What follows belongs to an exercise in optimizing a design on an open flow for small area and a short achievable clock period; a production flow would make more cautious choices. RTL that was checked went through simulation tests only; none was proved equivalent to the original. Power figures rest on the tool's default switching activity, not on a simulated workload.

== the previous run ==
==> flow/design.v <==
module controller
(
	input  [7:0] opcode,
	output jump,
	output is_alu,
	output [1:0] kind,
	output rd_dmem,
	output wr_dmem,
	output mem_op
);
	wire hi0 = (opcode[7:3] == 5'd0);
	assign rd_dmem = hi0 & (opcode[2:0] == 3'd0);
	assign wr_dmem = hi0 & (opcode[2:0] == 3'd1);
	assign jump    = hi0 & (opcode[2:0] == 3'd2);
	assign mem_op  = hi0 & (opcode[2:1] == 2'd0);
	assign is_alu  = hi0 & (opcode[2:0] >= 3'd3) & (opcode[2:0] <= 3'd6);
	assign kind[0] = opcode[2] & ~opcode[0];
	assign kind[1] = opcode[2] & (opcode[1] | opcode[0]);
endmodule
module data_memory_control
(
	input  mem_op,
	input  [7:0] d,
	output [7:0] dm_abus
);
	assign dm_abus = mem_op ? d : 8'h00;
endmodule
module instruction_control
(
	input  clk,
	input  reset,
	output im_abus_valid,
	output [7:0] im_abus_data,
	input  jump,
	input  [7:0] d
);
	reg [7:0] PC;
	always @ (posedge clk or posedge reset)
	begin
		if (reset)
			PC <= 8'hFF;
		else if (jump)
			PC <= d;
		else
			PC <= PC + 1'b1;
	end
	assign im_abus_valid = 1'b1;
	assign im_abus_data = PC;
endmodule
module alu_stage #(parameter I = 0)
(
	input  is_div,
	input  is_mul,
	input  en_q,              
	input  a_i,               
	input  [7:0] BI,
	input  [7:0] xin,         
	output [7:0] xo,          
	output q
);
	localparam integer W = 8 - I;
	wire [W:0] c;
	wire [W-1:0] s, y;
	wire [7:0] x;
	wire g = is_div | a_i;
	genvar j;
	generate
		if (I < 7) begin : g_hi
			assign x[7:I+1] = xin[7:I+1];
		end
		if (I > 0) begin : g_lo
			assign x[I-1:0] = 8'h00;
			assign xo[I-1:0] = 8'h00;
		end
	endgenerate
	assign x[I] = a_i & ~is_mul;
	assign c[0] = is_div;
	generate
		for (j = 0; j < W; j = j + 1) begin : g_bit
			assign y[j] = BI[j] & g;
			assign s[j] = x[I+j] ^ y[j] ^ c[j];
			assign c[j+1] = (x[I+j] & y[j]) | (x[I+j] & c[j]) | (y[j] & c[j]);
		end
	endgenerate
	assign q = en_q & c[W];
	wire sel = is_mul | q;
	assign xo[7:I] = sel ? s : x[7:I];
endmodule
module alu_pre
(
	input  is_div,
	input  is_mul,
	input  [7:0] A,
	input  [7:0] B,
	input  [7:0] BI,
	output [7:0] X,
	output [7:4] Q
);
	wire [7:0] x7, x6, x5, x4;
	wire z7 = ~|B[7:1];
	wire z6 = ~|B[7:2];
	wire z5 = ~|B[7:3];
	wire z4 = ~|B[7:4];
	alu_stage #(7) s7 (.is_div(is_div), .is_mul(is_mul), .en_q(is_div & z7), .a_i(A[7]), .BI(BI), .xin(8'h00), .xo(x7), .q(Q[7]));
	alu_stage #(6) s6 (.is_div(is_div), .is_mul(is_mul), .en_q(is_div & z6), .a_i(A[6]), .BI(BI), .xin(x7), .xo(x6), .q(Q[6]));
	alu_stage #(5) s5 (.is_div(is_div), .is_mul(is_mul), .en_q(is_div & z5), .a_i(A[5]), .BI(BI), .xin(x6), .xo(x5), .q(Q[5]));
	alu_stage #(4) s4 (.is_div(is_div), .is_mul(is_mul), .en_q(is_div & z4), .a_i(A[4]), .BI(BI), .xin(x5), .xo(x4), .q(Q[4]));
	assign X = {x4[7:4], A[3:0]};
endmodule
module alu
(
	input  [1:0] kind,
	input  [7:0] A,
	input  [7:0] BI,
	input  [7:4] QH,
	output [7:0] Y
);
	wire is_div = kind[1] & kind[0];
	wire is_mul = kind[1] & ~kind[0];
	wire [7:0] x3, x2, x1;
	wire [3:0] q;
	wire z3 = &BI[7:5];
	wire z2 = &BI[7:6];
	wire z1 = BI[7];
	alu_stage #(3) s3 (.is_div(is_div), .is_mul(is_mul), .en_q(is_div & z3), .a_i(A[3]), .BI(BI), .xin(A), .xo(x3), .q(q[3]));
	alu_stage #(2) s2 (.is_div(is_div), .is_mul(is_mul), .en_q(is_div & z2), .a_i(A[2]), .BI(BI), .xin(x3), .xo(x2), .q(q[2]));
	alu_stage #(1) s1 (.is_div(is_div), .is_mul(is_mul), .en_q(is_div & z1), .a_i(A[1]), .BI(BI), .xin(x2), .xo(x1), .q(q[1]));
	wire [8:0] c0;
	wire [7:0] s0, y0, x0;
	wire g0 = ~is_mul | A[0];
	assign x0[7:1] = x1[7:1];
	assign x0[0] = A[0] & ~is_mul;
	assign c0[0] = kind[0];
	genvar j;
	generate
		for (j = 0; j < 8; j = j + 1) begin : g_s0
			assign y0[j] = BI[j] & g0;
			assign s0[j] = x0[j] ^ y0[j] ^ c0[j];
			assign c0[j+1] = (x0[j] & y0[j]) | (x0[j] & c0[j]) | (y0[j] & c0[j]);
		end
	endgenerate
	assign q[0] = c0[8];
	assign Y = is_div ? {QH, q} : s0;
endmodule
module operation_module
(
	input  clk,
	input  reset,
	input  [7:0] d,
	input  is_alu,
	input  [1:0] kind,
	input  rd_dmem,
	input  wr_dmem,
	input  [7:0] dm_in_dbus,
	output [7:0] dm_out_dbus
);
	reg        L;         
	reg  [7:0] AC;
	reg  [7:0] op_a;      
	reg  [7:0] op_b;      
	reg  [1:0] op_k;      
	reg  [7:4] op_q;      
	wire [7:0] R;
	wire [7:0] p_x;
	wire [7:4] p_q;
	wire [7:0] db = d ^ {8{kind[0]}};
	alu_pre alu_pre_inst
	(
		.is_div(kind[1] & kind[0]),
		.is_mul(~(kind[1] & kind[0])),
		.A(AC),
		.B(d),
		.BI(db),
		.X(p_x),
		.Q(p_q)
	);
	alu alu_inst
	(
		.kind(op_k),
		.A(op_a),
		.BI(op_b),
		.QH(op_q),
		.Y(R)
	);
	always @ (posedge clk or posedge reset)
	begin
		if (reset)
		begin
			L    <= 1'b0;
			AC   <= 8'h00;
			op_a <= 8'h00;
			op_b <= 8'h00;
			op_k <= 2'b00;
		end
		else
		begin
			L    <= rd_dmem;
			AC   <= L ? dm_in_dbus : R;
			op_a <= is_alu ? (kind[1] ? p_x : AC) : R;
			op_b <= is_alu ? db : 8'h00;
			op_k <= is_alu ? kind : 2'b00;
		end
	end
	always @ (posedge clk)
		op_q <= p_q;
	assign dm_out_dbus = wr_dmem ? AC : 8'h00;
endmodule
module simple_cpu_top
(
	input  clk,
	input  reset,
	output im_abus_valid,
	output [ 7:0] im_abus_data,
	input  [15:0] im_dbus,
	output rd_mem,
	output wr_mem,
	output [7:0] dm_abus,
	input  [7:0] dm_in_dbus,
	output [7:0] dm_out_dbus
);
	wire [7:0] d  = im_dbus[7:0];
	wire jump, is_alu, mem_op;
	wire [1:0] kind;
	controller controller_inst
	(
		.opcode(im_dbus[15:8]),
		.jump(jump),
		.is_alu(is_alu),
		.kind(kind),
		.rd_dmem(rd_mem),
		.wr_dmem(wr_mem),
		.mem_op(mem_op)
	);
	instruction_control instruction_control_inst
	(
		.clk(clk),
		.reset(reset),
		.im_abus_valid(im_abus_valid),
		.im_abus_data(im_abus_data),
		.jump(jump),
		.d(d)
	);
	data_memory_control data_memory_control_inst
	(
		.mem_op(mem_op),
		.d(d),
		.dm_abus(dm_abus)
	);
	operation_module operation_module_inst
	(
		.clk(clk),
		.reset(reset),
		.d(d),
		.is_alu(is_alu),
		.kind(kind),
		.rd_dmem(rd_mem),
		.wr_dmem(wr_mem),
		.dm_in_dbus(dm_in_dbus),
		.dm_out_dbus(dm_out_dbus)
	);
endmodule
Settings: LEC_CHECK=0, ABC_AREA=1, CAP_MARGIN=20, CORE_MARGIN=2, CORE_UTILIZATION=60, SLEW_MARGIN=20; clock period 34.0 ns.
standard.sh (not shown) runs the stock make flow with config.mk's settings and CLKGATE_MAP_FILE= SYNTH_SCRIPT=/design/flow/synth_recipe.tcl, a recipe that flattens the netlist after the stock synthesis.
==> flow/flow/run.sh <==
#!/bin/bash
# Layout flow: the standard ORFS flow (standard.sh) with
#  - synthesis as synth_recipe.tcl, but ABC maps with flow/area.abc
#    (area-oriented mapping, no ABC buffering or sizing)
#  - plain buf_1 cells as the port buffers
#  - a clock tree of clkbuf_8 cells without dummy loads
#  - timing repair aiming for 19 ns of setup slack (the clock period stays
#    the design's; the repair only sizes and buffers harder)
# Each tool's output is in the ORFS logs under orfs/logs; make's own output
# is in make_finish.log.
set -euo pipefail
here=$(pwd)
{
  head -n 1 synth_recipe.tcl
  echo "proc abc {args} { set i [lsearch \$args -script]; if {\$i >= 0} { lset args [expr {\$i + 1}] $here/flow/area.abc }; yosys abc {*}\$args }"
  tail -n +2 synth_recipe.tcl
} > own_synth.tcl
bash standard.sh SYNTH_SCRIPT="$here/own_synth.tcl" \
  BUFFER_PORTS_ARGS="-buffer_cell sky130_fd_sc_hd__buf_1" \
  CTS_ARGS="-sink_clustering_enable -sink_clustering_size 50 -sink_clustering_max_diameter 400 -buf_list sky130_fd_sc_hd__clkbuf_8 -root_buf sky130_fd_sc_hd__clkbuf_8 -dont_use_dummy_load -repair_clock_nets" \
  SETUP_SLACK_MARGIN=19 finish > make_finish.log 2>&1
==> flow/flow/area.abc <==
strash
dc2
dch -f
amap
topo
stime -c
Here is what was changed in the inputs of the current run compared with the previous run.
diff --git a/flow/design.v b/flow/design.v
--- a/flow/design.v
+++ b/flow/design.v
@@ -154,9 +154,10 @@
 	input  [7:0] dm_in_dbus,
 	output [7:0] dm_out_dbus
 );
 	reg        L;         
-	reg  [7:0] AC;
+	reg  [7:0] ACn;       
+	wire [7:0] AC = ~ACn;
 	reg  [7:0] op_a;      
 	reg  [7:0] op_b;      
 	reg  [1:0] op_k;      
 	reg  [7:4] op_q;      
@@ -186,17 +187,17 @@
 	begin
 		if (reset)
 		begin
 			L    <= 1'b0;
-			AC   <= 8'h00;
+			ACn  <= 8'hFF;
 			op_a <= 8'h00;
 			op_b <= 8'h00;
 			op_k <= 2'b00;
 		end
 		else
 		begin
 			L    <= rd_dmem;
-			AC   <= L ? dm_in_dbus : R;
+			ACn  <= ~(L ? dm_in_dbus : R);
 			op_a <= is_alu ? (kind[1] ? p_x : AC) : R;
 			op_b <= is_alu ? db : 8'h00;
 			op_k <= is_alu ? kind : 2'b00;
 		end
## What came out
Delta (the current run minus the previous run): number of failing hold endpoints at the final stage now sits at about the same level, non-clock buffer count now sits higher, part of the total power dissipated in the clock network now sits lower. Areal power density over the cells: the current run vs the previous run up about 3%. Total power (higher): the current run. Any difference in part of the cycle the worst path needs between the current run and the previous run is small enough to ignore.
Only the layout flow was run in the current run; the RTL was not checked for function there.

static timing again, ports no longer ideal:
Ports are ideal in the flow. The routed layouts listed here were re-timed in OpenROAD.
Step 1 assumes that a clkbuf_16 drives the clock port and a buf_2 every other input.
Step 2 moves the port delays by t, midway between the first and last clock arrival at a register: inputs arrive t later, outputs are due t later. That takes back most of the time a late clock gives input paths.
Slacks: no drivers / after step 1 / after step 2; pairs: no drivers / after step 1.
run	shift t [ns]	slack for setup (ns)	worst data-port slew with drivers (ns)
the previous run	0.310	19.162 / 19.142 / 19.142	0.03
the current run	0.308	19.113 / 19.093 / 19.093	0.03
After both steps every run listed still meets setup and hold.
